Source: an optimization exercise on an open RTL-to-GDS flow (aim: small area and a short achievable clock period). Production flows keep margins and buffers that such runs may drop. At most, simulation tests tie the RTL to the original design; equivalence was not proved. Power is estimated from default activity; no workload was simulated.

== main ==
==> module CPU, before the edit <==
module CPU(
	input logic clk,
	input logic [15:0] inM,
	input logic [15:0] instruction,
	input logic reset,
	output logic [15:0] outM,
	output logic writeM,
	output logic [14:0] addressM,
	output logic [14:0] pc
);
	logic [15:0] A, D;
	logic [14:0] PC;
	wire c  = instruction[15];
	wire am = instruction[12];
	wire zx = instruction[11];
	wire nx = instruction[10];
	wire zy = instruction[9];
	wire ny = instruction[8];
	wire f  = instruction[7];
	wire no = instruction[6];
	wire [15:0] x = ({16{~zx}} & D) ^ {16{nx}};
	wire [15:0] y = ((am ? inM : A) & {16{~zy}}) ^ {16{ny}};
	wire [15:0] g = x & y;
	wire [15:0] p = x ^ y;
	wire [15:0] gf = g & {16{f}};
	wire g0 = gf[1] | (p[1] & gf[0]);
	wire p0 = p[1] & p[0];
	wire g1 = gf[3] | (p[3] & gf[2]);
	wire p1 = p[3] & p[2];
	wire g2 = gf[5] | (p[5] & gf[4]);
	wire p2 = p[5] & p[4];
	wire g3 = gf[7] | (p[7] & gf[6]);
	wire p3 = p[7] & p[6];
	wire g4 = gf[9] | (p[9] & gf[8]);
	wire p4 = p[9] & p[8];
	wire g5 = gf[11] | (p[11] & gf[10]);
	wire p5 = p[11] & p[10];
	wire g6 = gf[13] | (p[13] & gf[12]);
	wire p6 = p[13] & p[12];
	wire g7 = gf[15] | (p[15] & gf[14]);
	wire p7 = p[15] & p[14];
	wire g8 = g1 | (p1 & g0);
	wire p8 = p1 & p0;
	wire g9 = g2 | (p2 & g1);
	wire p9 = p2 & p1;
	wire g10 = g3 | (p3 & g2);
	wire p10 = p3 & p2;
	wire g11 = g4 | (p4 & g3);
	wire p11 = p4 & p3;
	wire g12 = g5 | (p5 & g4);
	wire p12 = p5 & p4;
	wire g13 = g6 | (p6 & g5);
	wire p13 = p6 & p5;
	wire g14 = g7 | (p7 & g6);
	wire p14 = p7 & p6;
	wire g15 = g9 | (p9 & g0);
	wire p15 = p9 & p0;
	wire g16 = g10 | (p10 & g8);
	wire p16 = p10 & p8;
	wire g17 = g11 | (p11 & g9);
	wire p17 = p11 & p9;
	wire g18 = g12 | (p12 & g10);
	wire p18 = p12 & p10;
	wire g19 = g13 | (p13 & g11);
	wire p19 = p13 & p11;
	wire g20 = g14 | (p14 & g12);
	wire p20 = p14 & p12;
	wire g21 = g17 | (p17 & g0);
	wire p21 = p17 & p0;
	wire g22 = g18 | (p18 & g8);
	wire p22 = p18 & p8;
	wire g23 = g19 | (p19 & g15);
	wire p23 = p19 & p15;
	wire g24 = g20 | (p20 & g16);
	wire p24 = p20 & p16;
	wire g25 = gf[2] | (p[2] & g0);
	wire p25 = p[2] & p0;
	wire g26 = gf[4] | (p[4] & g8);
	wire p26 = p[4] & p8;
	wire g27 = gf[6] | (p[6] & g15);
	wire p27 = p[6] & p15;
	wire g28 = gf[8] | (p[8] & g16);
	wire p28 = p[8] & p16;
	wire g29 = gf[10] | (p[10] & g21);
	wire p29 = p[10] & p21;
	wire g30 = gf[12] | (p[12] & g22);
	wire p30 = p[12] & p22;
	wire g31 = gf[14] | (p[14] & g23);
	wire p31 = p[14] & p23;
	wire [15:0] cin = {g31, g23, g30, g22, g29, g21, g28, g16, g27, g15, g26, g8, g25, g0, gf[0], 1'b0};
	wire [15:0] t = (f ? p : g) ^ {16{no}};
	assign outM = t ^ cin;
	wire zr = (outM == 16'd0);
	wire ng = outM[15];
	wire jmp = c & ((instruction[2] & ng) | (instruction[1] & zr) | (instruction[0] & ~ng & ~zr));
	always_ff @(posedge clk) begin
		if (~c) A <= {1'b0, instruction[14:0]};
		else if (instruction[5]) A <= outM;
		if (c & instruction[4]) D <= outM;
		if (reset) PC <= 15'd0;
		else if (jmp) PC <= A[14:0];
		else PC <= PC + 15'd1;
	end
	assign writeM = c & instruction[3];
	assign addressM = A[14:0];
	assign pc = PC;
endmodule
Settings: LEC_CHECK=0, CAP_MARGIN=20, CORE_MARGIN=2, CORE_UTILIZATION=40, SETUP_SLACK_MARGIN=4.5, SLEW_MARGIN=20; clock period 12.5 ns.
standard.sh (not shown) runs the stock make flow with config.mk's settings and CLKGATE_MAP_FILE= SYNTH_SCRIPT=/design/flow/synth_recipe.tcl, a recipe that flattens the netlist after the stock synthesis.
==> flow/flow/run.sh <==
#!/bin/bash
# Layout flow: the standard ORFS flow (standard.sh) with two changes:
#  - synthesis maps the logic with the ABC script in flow/abc.script
#    (ORFS's synth.tcl otherwise unchanged; same -nofsm -noshare, flatten and renames)
#  - port buffers are sky130_fd_sc_hd__buf_1 instead of the default choice
set -euo pipefail
W=$PWD
sed "s#log_cmd abc {\*}\$abc_args#log_cmd abc {*}[lreplace \$abc_args 1 1 $W/flow/abc.script]#" \
  "$FLOW_HOME/scripts/synth.tcl" > "$W/synth_custom.tcl"
grep -q "flow/abc.script" "$W/synth_custom.tcl"
sed "s#\$::env(SCRIPTS_DIR)/synth.tcl#$W/synth_custom.tcl#" synth_recipe.tcl > "$W/synth_top.tcl"
grep -q "synth_custom.tcl" "$W/synth_top.tcl"
EXTRA=()
if [[ -f flow/make_args.txt ]]; then mapfile -t EXTRA < <(grep -v '^\s*$' flow/make_args.txt); fi
bash standard.sh SYNTH_SCRIPT="$W/synth_top.tcl" \
  "BUFFER_PORTS_ARGS=-buffer_cell sky130_fd_sc_hd__buf_1" "${EXTRA[@]}" finish > "$W/flow.log" 2>&1
==> flow/flow/abc.script <==
strash; dch; map -a; topo; stime -c
==> flow/flow/make_args.txt <==
ADDER_MAP_FILE=
Inputs modified between main and the feature branch:
--- a/flow/design.v
+++ b/flow/design.v
@@ -18,11 +18,23 @@
 	wire ny = instruction[8];
 	wire f  = instruction[7];
 	wire no = instruction[6];
-	wire [15:0] x = ({16{~zx}} & D) ^ {16{nx}};
-	wire [15:0] y = ((am ? inM : A) & {16{~zy}}) ^ {16{ny}};
+	wire kx0 = c & ~(zx ^ nx);
+	wire kx1 = c & nx;
+	wire kI  = ~c;
+	wire ky0 = c & ~(zy ^ ny);
+	wire ky1 = c & ny;
+	wire kM0 = ky0 & am;
+	wire kM1 = ky1 & am;
+	wire kA0 = ky0 & ~am;
+	wire kA1 = ky1 & ~am;
+	wire fe  = f | ~c;
+	wire noe = no & c;
+	wire [15:0] xi = {1'b0, instruction[14:0]};
+	wire [15:0] x = (D & {16{kx0}}) | (~D & {16{kx1}}) | (xi & {16{kI}});
+	wire [15:0] y = (A & {16{kA0}}) | (~A & {16{kA1}}) | (inM & {16{kM0}}) | (~inM & {16{kM1}});
 	wire [15:0] g = x & y;
 	wire [15:0] p = x ^ y;
-	wire [15:0] gf = g & {16{f}};
+	wire [15:0] gf = g & {16{fe}};
 	wire g0 = gf[1] | (p[1] & gf[0]);
 	wire p0 = p[1] & p[0];
 	wire g1 = gf[3] | (p[3] & gf[2]);
@@ -88,14 +100,13 @@
 	wire g31 = gf[14] | (p[14] & g23);
 	wire p31 = p[14] & p23;
 	wire [15:0] cin = {g31, g23, g30, g22, g29, g21, g28, g16, g27, g15, g26, g8, g25, g0, gf[0], 1'b0};
-	wire [15:0] t = (f ? p : g) ^ {16{no}};
+	wire [15:0] t = (fe ? p : g) ^ {16{noe}};
 	assign outM = t ^ cin;
 	wire zr = (outM == 16'd0);
 	wire ng = outM[15];
 	wire jmp = c & ((instruction[2] & ng) | (instruction[1] & zr) | (instruction[0] & ~ng & ~zr));
 	always_ff @(posedge clk) begin
-		if (~c) A <= {1'b0, instruction[14:0]};
-		else if (instruction[5]) A <= outM;
+		if (~c | instruction[5]) A <= outM;
 		if (c & instruction[4]) D <= outM;
 		if (reset) PC <= 15'd0;
 		else if (jmp) PC <= A[14:0];
## What came out
- Met1 layer wirelength in the final routing, main and the feature branch: larger value in main
- Going from main to the feature branch, via count climbed 144, count of TritonRoute iterations in the first routing pass ~0 delta.
- Wire: the feature branch routes more than main
- Compared with main, the feature branch shows a higher fraction of layout cells with a size suffix above 1.
- Diff the feature branch..main | number of diodes added for antenna fixing | unchanged
- Taking main as the reference, in the feature branch area growth from synthesis to layout now sits higher, power density over the cells now sits higher, post-placement cell count now sits lower.
For the feature branch, only the layout was checked, not whether the RTL still works.

==> port drivers added, routing unchanged <==
Ports are ideal in the flow. The routed layouts listed here were re-timed in OpenROAD. Step 1 assumes that a clkbuf_16 drives the clock port and a buf_2 every other input. Step 2 times the ports against the registers' clock, not the clock port: input delays grow and output delays shrink by t, the midpoint of the rising clock arrivals with the driver on. Slacks: ideal ports / drivers / drivers and shift; pairs: ideal ports / drivers.
| run | t (ns) | setup WS [ns] | slew at the worst register clock pin (ns) | pins driven straight from the clock port |
|---|---|---|---|---|
| main | 0.331 | 4.770 / 4.732 / 4.732 | 0.10 / 0.10 | 1 |
| the feature branch | 0.332 | 4.704 / 4.677 / 4.677 | 0.10 / 0.10 | 1 |
After both steps every run listed still meets setup and hold. The setup slack of main, which loses most, moves by -0.038 ns with the drivers and by -0.038 ns with both steps.
